What follows belongs to an exercise in optimizing a design on an open flow for small area and a short achievable clock period; a production flow would make more cautious choices. Where RTL was checked, it was by simulation tests only, not by an equivalence proof against the original. Power figures rest on the tool's default switching activity, not on a simulated workload.

==> job 5668 <==
Design MAC, start of the top module:
module MAC(
	clk,
	rst_n,
	in_valid,
	in_mode,
	in_act,
	in_wgt,
	out_act_idx,
	out_wgt_idx,
	out_idx,
	out_valid,
	out_data,
	out_finish
);
input clk, rst_n, in_valid, in_mode;
input [0:7][3:0] in_act;
input [0:8][3:0] in_wgt;
output logic [3:0] out_act_idx, out_wgt_idx, out_idx;
output logic out_valid, out_finish;
output logic [0:7][11:0] out_data;
logic cs, mode;
logic [3:0] cnt;
logic [2:0] out_cnt;
assign out_act_idx = cnt;
assign out_wgt_idx = cnt + 4'd1;
assign out_cnt = mode ? (cnt[2:0] - 3'd2) : cnt[2:0];
always @(posedge clk or negedge rst_n) begin
	if (!rst_n) begin
		cs <= 1'b0;
		mode <= 1'b0;
		cnt <= 4'd0;
		out_valid <= 1'b0;
		out_finish <= 1'b0;
	end else begin
		if (in_valid) cs <= 1'b1;
		else if (out_finish) cs <= 1'b0;
		if (in_valid) mode <= in_mode;
		cnt <= in_valid ? 4'd0 : cnt + 4'd1;
		out_valid <= !in_valid && cs && (mode ? (cnt >= 4'd2 && cnt <= 4'd9) : cnt[3]);
		out_finish <= out_valid && (out_cnt == 3'd7);
	end
end
always @(posedge clk) begin
	out_idx <= {~mode, out_cnt};
end
logic [0:8][3:0] wr;
always @(posedge clk) begin
	for (integer x = 0; x < 9; x = x + 1) begin
		wr[x] <= in_wgt[x];
	end
end
logic csel, ld_zero;
logic [0:7][3:0] act_z;
assign csel = mode | in_valid;
assign ld_zero = in_valid | cnt[3];
assign act_z = ld_zero ? 32'd0 : in_act;
logic [0:8][3:0] a0;    
wire ld0 = csel | (cnt == 4'd0);
always @(posedge clk) begin
	if (ld0) a0[0] <= csel ? act_z[1] : in_act[0];
	if (ld0) a0[1] <= csel ? a0[4] : in_act[1];
	if (ld0) a0[2] <= csel ? a0[5] : in_act[2];
	if (cnt == 4'd0) a0[3] <= in_act[3];
	if (ld0) a0[4] <= csel ? a0[7] : in_act[4];
	if (ld0) a0[5] <= csel ? a0[0] : in_act[5];
	if (cnt == 4'd0) a0[6] <= in_act[6];
	if (ld0) a0[7] <= csel ? act_z[0] : in_act[7];
end
wire [3:0] ws8_0 = mode ? wr[8] : wr[0];
wire [3:0] wm3 = mode ? 4'd0 : wr[3];
wire [3:0] wm6 = mode ? 4'd0 : wr[6];
logic [0:8][3:0] a1;    
wire ld1 = csel | (cnt == 4'd1);
always @(posedge clk) begin
	if (ld1) a1[0] <= csel ? a1[3] : in_act[0];
	if (ld1) a1[1] <= csel ? a1[4] : in_act[1];
	if (ld1) a1[2] <= csel ? a1[5] : in_act[2];
	if (ld1) a1[3] <= csel ? a1[6] : in_act[3];
	if (ld1) a1[4] <= csel ? a1[7] : in_act[4];
	if (ld1) a1[5] <= csel ? a1[8] : in_act[5];
	if (ld1) a1[6] <= csel ? act_z[0] : in_act[6];
  ...
Settings: LEC_CHECK=0, CAP_MARGIN=20, CORE_MARGIN=2, CORE_UTILIZATION=40, SETUP_SLACK_MARGIN=2.5, SLEW_MARGIN=20; clock period 8.4 ns.
standard.sh (not shown) runs the stock make flow with config.mk's settings and CLKGATE_MAP_FILE= SYNTH_SCRIPT=/design/flow/synth_recipe.tcl, a recipe that flattens the netlist after the stock synthesis.
==> flow/flow/run.sh <==
#!/bin/bash
# Layout flow: the standard flow, except that synthesis skips Yosys's early
# "abc -fast" pass (SYNTH_ARGS=-noabc), so the full adders the RTL spells out
# map to full-adder cells without inverters between them. The registers keep
# the standard synthesis's instance names and cell types: the standard
# synthesis is run first for reference, and if the two differ in anything but
# the names, its netlist is used unchanged. Each step logs to a file here.
set -u
RES=$PWD/orfs/results/$FLOW_PLATFORM/MAC/base

bash standard.sh synth > 1_synth_standard.log 2>&1 || exit 1
cp "$RES/1_2_yosys.v" standard_netlist.v

bash standard.sh clean_synth > 1_clean.log 2>&1
if SYNTH_ARGS=-noabc bash standard.sh "$RES/1_2_yosys.v" > 1_synth_noabc.log 2>&1 &&
   python3 flow/match_regs.py standard_netlist.v "$RES/1_2_yosys.v" > 1_match_regs.log 2>&1; then
  echo "using the netlist synthesized without the early ABC pass" >> 1_match_regs.log
else
  echo "falling back to the standard netlist" >> 1_match_regs.log
  bash standard.sh clean_synth >> 1_clean.log 2>&1
  bash standard.sh synth > 1_synth_standard2.log 2>&1 || exit 1
fi

bash standard.sh > 2_layout.log 2>&1
==> flow/flow/match_regs.py <==
#!/usr/bin/env python3
"""Give the registers of a netlist the instance names of a reference netlist.

usage: match_regs.py REF.v NET.v

Both netlists come from the same RTL; register instance names have the form
<register bit>$<Yosys flip-flop type>, and the type part can differ between two
syntheses (an enable or reset absorbed with the other polarity). Each register
of NET.v is renamed to the reference register with the same register bit. NET.v
is rewritten only if both hold the same register bits in the same cell types;
otherwise the script exits with status 1 and leaves NET.v alone.
"""
import re
import sys

INST = re.compile(r'^(\s*)(sky130_fd_sc_hd__\w+)(\s+)(\S+)(\s*\()')
SEQ = re.compile(r'sky130_fd_sc_hd__(df|edf|sdf|dl)')


def regs(lines):
    found = {}
    for k, line in enumerate(lines):
        m = INST.match(line)
        if not m or not SEQ.match(m.group(2)):
            continue
        name = m.group(4)
        plain = name[1:] if name.startswith('\\') else name
        cut = plain.rfind('$_')
        base = plain[:cut] if cut >= 0 else plain
        if base in found:
            raise SystemExit(f"two registers share the bit name {base}")
        found[base] = (m.group(2), name, k)
    return found


def main():
    ref_lines = open(sys.argv[1]).read().split('\n')
    net_lines = open(sys.argv[2]).read().split('\n')
    ref, net = regs(ref_lines), regs(net_lines)
    if set(ref) != set(net):
        print("register bits differ:", sorted(set(ref) ^ set(net))[:20])
        return 1
    bad = [b for b in ref if ref[b][0] != net[b][0]]
    if bad:
        print("cell types differ:", [(b, ref[b][0], net[b][0]) for b in bad[:20]])
        return 1
    renamed = 0
    for b, (cell, name, k) in net.items():
        new = ref[b][1]
        if new != name:
            m = INST.match(net_lines[k])
            net_lines[k] = m.group(1) + cell + m.group(3) + new + \
                (' ' if new.startswith('\\') and not m.group(5).startswith(' ') else '') + \
                m.group(5) + net_lines[k][m.end():]
            renamed += 1
    open(sys.argv[2], 'w').write('\n'.join(net_lines))
    print(f"{len(net)} registers, {renamed} renamed")
    return 0


if __name__ == '__main__':
    sys.exit(main())
==> inputs of job 3869, as changes to job 5668 <==
Settings changed: SETUP_SLACK_MARGIN 2.5 to 3.5.
==> inputs of job 5479, as changes to job 5668 <==
--- a/flow/design.v
+++ b/flow/design.v
@@ -309,14 +309,14 @@
 wire fs0_9 = q0_7_10 ^ fc0_1 ^ fc0_2;
 wire fc0_9 = (q0_7_10 & fc0_1) | (q0_7_10 & fc0_2) | (fc0_1 & fc0_2);
 wire fs0_10 = fs0_4 ^ fs0_5 ^ fs0_6;
 wire fc0_10 = (fs0_4 & fs0_5) | (fs0_4 & fs0_6) | (fs0_5 & fs0_6);
 wire fs0_11 = fs0_7 ^ fs0_8 ^ fc0_3;
 wire fc0_11 = (fs0_7 & fs0_8) | (fs0_7 & fc0_3) | (fs0_8 & fc0_3);
-wire fs0_12 = fs0_9 ^ fs0_10;
-wire fc0_12 = fs0_9 & fs0_10;
+wire fs0_12 = fs0_9 ^ fs0_10 ^ fs0_11;
+wire fc0_12 = (fs0_9 & fs0_10) | (fs0_9 & fs0_11) | (fs0_10 & fs0_11);
 wire fs0_13 = q0_0_02 ^ q0_0_11 ^ q0_0_20;
 wire fc0_13 = (q0_0_02 & q0_0_11) | (q0_0_02 & q0_0_20) | (q0_0_11 & q0_0_20);
 wire fs0_14 = q0_1_02 ^ q0_1_11 ^ q0_1_20;
 wire fc0_14 = (q0_1_02 & q0_1_11) | (q0_1_02 & q0_1_20) | (q0_1_11 & q0_1_20);
 wire fs0_15 = q0_2_02 ^ q0_2_11 ^ q0_2_20;
 wire fc0_15 = (q0_2_02 & q0_2_11) | (q0_2_02 & q0_2_20) | (q0_2_11 & q0_2_20);
@@ -339,16 +339,16 @@
 wire fs0_24 = fs0_17 ^ fs0_18 ^ fs0_19;
 wire fc0_24 = (fs0_17 & fs0_18) | (fs0_17 & fs0_19) | (fs0_18 & fs0_19);
 wire fs0_25 = fs0_20 ^ fc0_9 ^ fc0_10;
 wire fc0_25 = (fs0_20 & fc0_9) | (fs0_20 & fc0_10) | (fc0_9 & fc0_10);
 wire fs0_26 = fs0_21 ^ fs0_22 ^ fs0_23;
 wire fc0_26 = (fs0_21 & fs0_22) | (fs0_21 & fs0_23) | (fs0_22 & fs0_23);
-wire fs0_27 = fs0_24 ^ fc0_12 ^ fc0_11;
-wire fc0_27 = (fs0_24 & fc0_12) | (fs0_24 & fc0_11) | (fc0_12 & fc0_11);
-wire fs0_28 = fs0_25 ^ fs0_26 ^ fs0_27;
-wire fc0_28 = (fs0_25 & fs0_26) | (fs0_25 & fs0_27) | (fs0_26 & fs0_27);
+wire fs0_27 = fs0_24 ^ fc0_11 ^ fs0_25;
+wire fc0_27 = (fs0_24 & fc0_11) | (fs0_24 & fs0_25) | (fc0_11 & fs0_25);
+wire fs0_28 = fs0_26 ^ fc0_12 ^ fs0_27;
+wire fc0_28 = (fs0_26 & fc0_12) | (fs0_26 & fs0_27) | (fc0_12 & fs0_27);
 wire fs0_29 = q0_0_03 ^ q0_0_12 ^ q0_0_21;
 wire fc0_29 = (q0_0_03 & q0_0_12) | (q0_0_03 & q0_0_21) | (q0_0_12 & q0_0_21);
 wire fs0_30 = q0_0_30 ^ q0_1_03 ^ q0_1_12;
 wire fc0_30 = (q0_0_30 & q0_1_03) | (q0_0_30 & q0_1_12) | (q0_1_03 & q0_1_12);
 wire fs0_31 = q0_1_21 ^ q0_1_30 ^ q0_2_03;
 wire fc0_31 = (q0_1_21 & q0_1_30) | (q0_1_21 & q0_2_03) | (q0_1_30 & q0_2_03);
@@ -509,39 +509,37 @@
 wire fs0_109 = fc0_100 ^ fs0_107 ^ fc0_101;
 wire fc0_109 = (fc0_100 & fs0_107) | (fc0_100 & fc0_101) | (fs0_107 & fc0_101);
 wire fs0_110 = fs0_108 ^ fc0_102 ^ fs0_109;
 wire fc0_110 = (fs0_108 & fc0_102) | (fs0_108 & fs0_109) | (fc0_102 & fs0_109);
 wire fs0_111 = fc0_103 ^ fc0_104 ^ fs0_110;
 wire fc0_111 = (fc0_103 & fc0_104) | (fc0_103 & fs0_110) | (fc0_104 & fs0_110);
-wire fs0_112 = fc0_105 ^ fs0_111;
-wire fc0_112 = fc0_105 & fs0_111;
+wire fs0_112 = fc0_105 ^ fs0_111 ^ fc0_106;
+wire fc0_112 = (fc0_105 & fs0_111) | (fc0_105 & fc0_106) | (fs0_111 & fc0_106);
 wire fs0_113 = fc0_107 ^ fc0_108 ^ fc0_109;
 wire fc0_113 = (fc0_107 & fc0_108) | (fc0_107 & fc0_109) | (fc0_108 & fc0_109);
 wire fs0_114 = fc0_110 ^ fs0_113 ^ fc0_111;
 wire fc0_114 = (fc0_110 & fs0_113) | (fc0_110 & fc0_111) | (fs0_113 & fc0_111);
 logic [10:0] rx0, ry0;    
 always @(posedge clk) begin
 	rx0[0] <= fs0_2;
 	ry0[0] <= fs0_3;
-	rx0[1] <= fs0_11;
-	ry0[1] <= fs0_12;
+	rx0[1] <= fs0_12;
 	rx0[2] <= fs0_28;
 	rx0[3] <= fc0_28;
 	ry0[3] <= fs0_51;
 	rx0[4] <= fs0_74;
 	rx0[5] <= fs0_93;
 	rx0[6] <= fs0_106;
-	rx0[7] <= fc0_106;
-	ry0[7] <= fs0_112;
+	rx0[7] <= fs0_112;
 	rx0[8] <= fc0_112;
 	ry0[8] <= fs0_114;
 	rx0[9] <= fc0_113;
 	ry0[9] <= fc0_114;
 end
 wire [10:0] tx0 = {1'b0 , rx0[9] , rx0[8] , rx0[7] , rx0[6] , rx0[5] , rx0[4] , rx0[3] , rx0[2] , rx0[1] , rx0[0]};
-wire [10:0] ty0 = {1'b0 , ry0[9] , ry0[8] , ry0[7] , 1'b0 , 1'b0 , 1'b0 , ry0[3] , 1'b0 , ry0[1] , ry0[0]};
+wire [10:0] ty0 = {1'b0 , ry0[9] , ry0[8] , 1'b0 , 1'b0 , 1'b0 , 1'b0 , ry0[3] , 1'b0 , 1'b0 , ry0[0]};
 assign out_data[0] = {1'b0, tx0 + ty0};
 wire q1_0_00 = a1[0][0] & wr[0][0];
 wire q1_0_01 = a1[0][0] & wr[0][1];
 wire q1_0_02 = a1[0][0] & wr[0][2];
 wire q1_0_03 = a1[0][0] & wr[0][3];
 wire q1_0_10 = a1[0][1] & wr[0][0];
@@ -3213,14 +3211,14 @@
 wire fs7_9 = q7_7_10 ^ fc7_1 ^ fc7_2;
 wire fc7_9 = (q7_7_10 & fc7_1) | (q7_7_10 & fc7_2) | (fc7_1 & fc7_2);
 wire fs7_10 = fs7_4 ^ fs7_5 ^ fs7_6;
 wire fc7_10 = (fs7_4 & fs7_5) | (fs7_4 & fs7_6) | (fs7_5 & fs7_6);
 wire fs7_11 = fs7_7 ^ fs7_8 ^ fc7_3;
 wire fc7_11 = (fs7_7 & fs7_8) | (fs7_7 & fc7_3) | (fs7_8 & fc7_3);
-wire fs7_12 = fs7_9 ^ fs7_10;
-wire fc7_12 = fs7_9 & fs7_10;
+wire fs7_12 = fs7_9 ^ fs7_10 ^ fs7_11;
+wire fc7_12 = (fs7_9 & fs7_10) | (fs7_9 & fs7_11) | (fs7_10 & fs7_11);
 wire fs7_13 = q7_0_02 ^ q7_0_11 ^ q7_0_20;
 wire fc7_13 = (q7_0_02 & q7_0_11) | (q7_0_02 & q7_0_20) | (q7_0_11 & q7_0_20);
 wire fs7_14 = q7_1_02 ^ q7_1_11 ^ q7_1_20;
 wire fc7_14 = (q7_1_02 & q7_1_11) | (q7_1_02 & q7_1_20) | (q7_1_11 & q7_1_20);
 wire fs7_15 = q7_2_02 ^ q7_2_11 ^ q7_2_20;
 wire fc7_15 = (q7_2_02 & q7_2_11) | (q7_2_02 & q7_2_20) | (q7_2_11 & q7_2_20);
@@ -3243,16 +3241,16 @@
 wire fs7_24 = fs7_17 ^ fs7_18 ^ fs7_19;
 wire fc7_24 = (fs7_17 & fs7_18) | (fs7_17 & fs7_19) | (fs7_18 & fs7_19);
 wire fs7_25 = fs7_20 ^ fc7_9 ^ fc7_10;
 wire fc7_25 = (fs7_20 & fc7_9) | (fs7_20 & fc7_10) | (fc7_9 & fc7_10);
 wire fs7_26 = fs7_21 ^ fs7_22 ^ fs7_23;
 wire fc7_26 = (fs7_21 & fs7_22) | (fs7_21 & fs7_23) | (fs7_22 & fs7_23);
-wire fs7_27 = fs7_24 ^ fc7_12 ^ fc7_11;
-wire fc7_27 = (fs7_24 & fc7_12) | (fs7_24 & fc7_11) | (fc7_12 & fc7_11);
-wire fs7_28 = fs7_25 ^ fs7_26 ^ fs7_27;
-wire fc7_28 = (fs7_25 & fs7_26) | (fs7_25 & fs7_27) | (fs7_26 & fs7_27);
+wire fs7_27 = fs7_24 ^ fc7_11 ^ fs7_25;
+wire fc7_27 = (fs7_24 & fc7_11) | (fs7_24 & fs7_25) | (fc7_11 & fs7_25);
+wire fs7_28 = fs7_26 ^ fc7_12 ^ fs7_27;
+wire fc7_28 = (fs7_26 & fc7_12) | (fs7_26 & fs7_27) | (fc7_12 & fs7_27);
 wire fs7_29 = q7_0_03 ^ q7_0_12 ^ q7_0_21;
 wire fc7_29 = (q7_0_03 & q7_0_12) | (q7_0_03 & q7_0_21) | (q7_0_12 & q7_0_21);
 wire fs7_30 = q7_0_30 ^ q7_1_03 ^ q7_1_12;
 wire fc7_30 = (q7_0_30 & q7_1_03) | (q7_0_30 & q7_1_12) | (q7_1_03 & q7_1_12);
 wire fs7_31 = q7_1_21 ^ q7_1_30 ^ q7_2_03;
 wire fc7_31 = (q7_1_21 & q7_1_30) | (q7_1_21 & q7_2_03) | (q7_1_30 & q7_2_03);
@@ -3413,35 +3411,33 @@
 wire fs7_109 = fc7_100 ^ fs7_107 ^ fc7_101;
 wire fc7_109 = (fc7_100 & fs7_107) | (fc7_100 & fc7_101) | (fs7_107 & fc7_101);
 wire fs7_110 = fs7_108 ^ fc7_102 ^ fs7_109;
 wire fc7_110 = (fs7_108 & fc7_102) | (fs7_108 & fs7_109) | (fc7_102 & fs7_109);
 wire fs7_111 = fc7_103 ^ fc7_104 ^ fs7_110;
 wire fc7_111 = (fc7_103 & fc7_104) | (fc7_103 & fs7_110) | (fc7_104 & fs7_110);
-wire fs7_112 = fc7_105 ^ fs7_111;
-wire fc7_112 = fc7_105 & fs7_111;
+wire fs7_112 = fc7_105 ^ fs7_111 ^ fc7_106;
+wire fc7_112 = (fc7_105 & fs7_111) | (fc7_105 & fc7_106) | (fs7_111 & fc7_106);
 wire fs7_113 = fc7_107 ^ fc7_108 ^ fc7_109;
 wire fc7_113 = (fc7_107 & fc7_108) | (fc7_107 & fc7_109) | (fc7_108 & fc7_109);
 wire fs7_114 = fc7_110 ^ fs7_113 ^ fc7_111;
 wire fc7_114 = (fc7_110 & fs7_113) | (fc7_110 & fc7_111) | (fs7_113 & fc7_111);
 logic [10:0] rx7, ry7;    
 always @(posedge clk) begin
 	rx7[0] <= fs7_2;
 	ry7[0] <= fs7_3;
-	rx7[1] <= fs7_11;
-	ry7[1] <= fs7_12;
+	rx7[1] <= fs7_12;
 	rx7[2] <= fs7_28;
 	rx7[3] <= fc7_28;
 	ry7[3] <= fs7_51;
 	rx7[4] <= fs7_74;
 	rx7[5] <= fs7_93;
 	rx7[6] <= fs7_106;
-	rx7[7] <= fc7_106;
-	ry7[7] <= fs7_112;
+	rx7[7] <= fs7_112;
 	rx7[8] <= fc7_112;
 	ry7[8] <= fs7_114;
 	rx7[9] <= fc7_113;
 	ry7[9] <= fc7_114;
 end
 wire [10:0] tx7 = {1'b0 , rx7[9] , rx7[8] , rx7[7] , rx7[6] , rx7[5] , rx7[4] , rx7[3] , rx7[2] , rx7[1] , rx7[0]};
-wire [10:0] ty7 = {1'b0 , ry7[9] , ry7[8] , ry7[7] , 1'b0 , 1'b0 , 1'b0 , ry7[3] , 1'b0 , ry7[1] , ry7[0]};
+wire [10:0] ty7 = {1'b0 , ry7[9] , ry7[8] , 1'b0 , 1'b0 , 1'b0 , 1'b0 , ry7[3] , 1'b0 , 1'b0 , ry7[0]};
 assign out_data[7] = {1'b0, tx7 + ty7};
 endmodule
==> flow/run.sh (new file) <==
#!/bin/bash
# synth_recipe.tcl (not shown) runs the flow's synth.tcl, then flattens the netlist and writes it again
# the make line also repeats each setting of config.mk as NAME=value (left out here)
make -C /OpenROAD-flow-scripts/flow DESIGN_CONFIG=/design/flow/config.mk WORK_HOME=/design/flow/orfs CLKGATE_MAP_FILE= SYNTH_SCRIPT=/design/flow/synth_recipe.tcl finish
Settings changed: SETUP_SLACK_MARGIN 2.5 to not set.
removed: flow/flow/run.sh
removed: flow/flow/match_regs.py
removed: flow/standard.sh
==> comparison table <==
item                                                                  job 5668                 job 5479                 job 3869
Switch Pwr                                                           0.00680 W                0.00781 W                0.00688 W
Worst Slack Setup Final                                                2690 ps                  2500 ps                  3540 ps
Area added between synthesis and finish                                  11.2%                    11.0%                    12.6%
Worst path depth                                                            11                       17                       11
Non-clk bufs                                                               201                      212                      224
Starting utilization of the core area                                    40.5%                    40.4%                    40.5%
Proportion of power drawn by combinational gates                         61.8%                    63.5%                    62.2%
Final Skew                                                             33.8 ps                  36.5 ps                  35.9 ps
Maximum cell stage delay along the critical path                        810 ps                   770 ps                   600 ps
Switching fraction of total power                                        40.9%                    44.1%                    40.9%
All-layer global routing usage                                           26.2%                    25.2%                    27.1%
Post-Place Cells                                                         4,947                    5,997                    4,947
R2r worst-path depth                                                        11                       17                       11
Antenna violations before repair                                            14                        5                       20
Fraction of power consumed by sequential logic                           22.4%                    20.8%                    22.1%
Fmax                                                                   175 MHz                  170 MHz                  206 MHz
Count of antenna diodes in the layout                                        6                        6                       11
Transition time at the pin with the least slew margin                  1170 ps                  1300 ps                  1250 ps
Cell count after synthesis                                               3,447                    4,437                    3,447
Buffer share of cell area                                                3.96%                    3.90%                    4.64%
Outcome                                                complete, no violations  complete, no violations  complete, no violations
Met3 Wirelength                                                      14,300 µm                13,800 µm                16,700 µm
The RTL of job 5479 was laid out without a check of its function.

==> port drivers added, routing unchanged <==
No port has a modelled driver above. Below, the same layouts with a new extraction and two added sets of constraints.
Step 1 sets driving cells, clkbuf_16 on the clock port and buf_2 on the other inputs (assumed; they add their load-dependent delay and slew).
Step 2 moves the port delays by t, midway between the first and last clock arrival at a register: inputs arrive t later, outputs are due t later. That takes back most of the time a late clock gives input paths.
Slacks: ideal ports / drivers / drivers and shift; pairs: ideal ports / drivers.
run | shift t [ns] | setup WS [ns] | hold slack, ns
job 5668 | 0.731 | 2.685 / 2.685 / 2.685 | 0.496 / 0.496 / 0.496
job 3869 | 0.735 | 3.536 / 3.536 / 3.536 | 0.486 / 0.486 / 0.486
job 5479 | 0.759 | 2.500 / 2.500 / 2.500 | 0.473 / 0.473 / 0.473
After both steps every run listed still meets setup and hold.
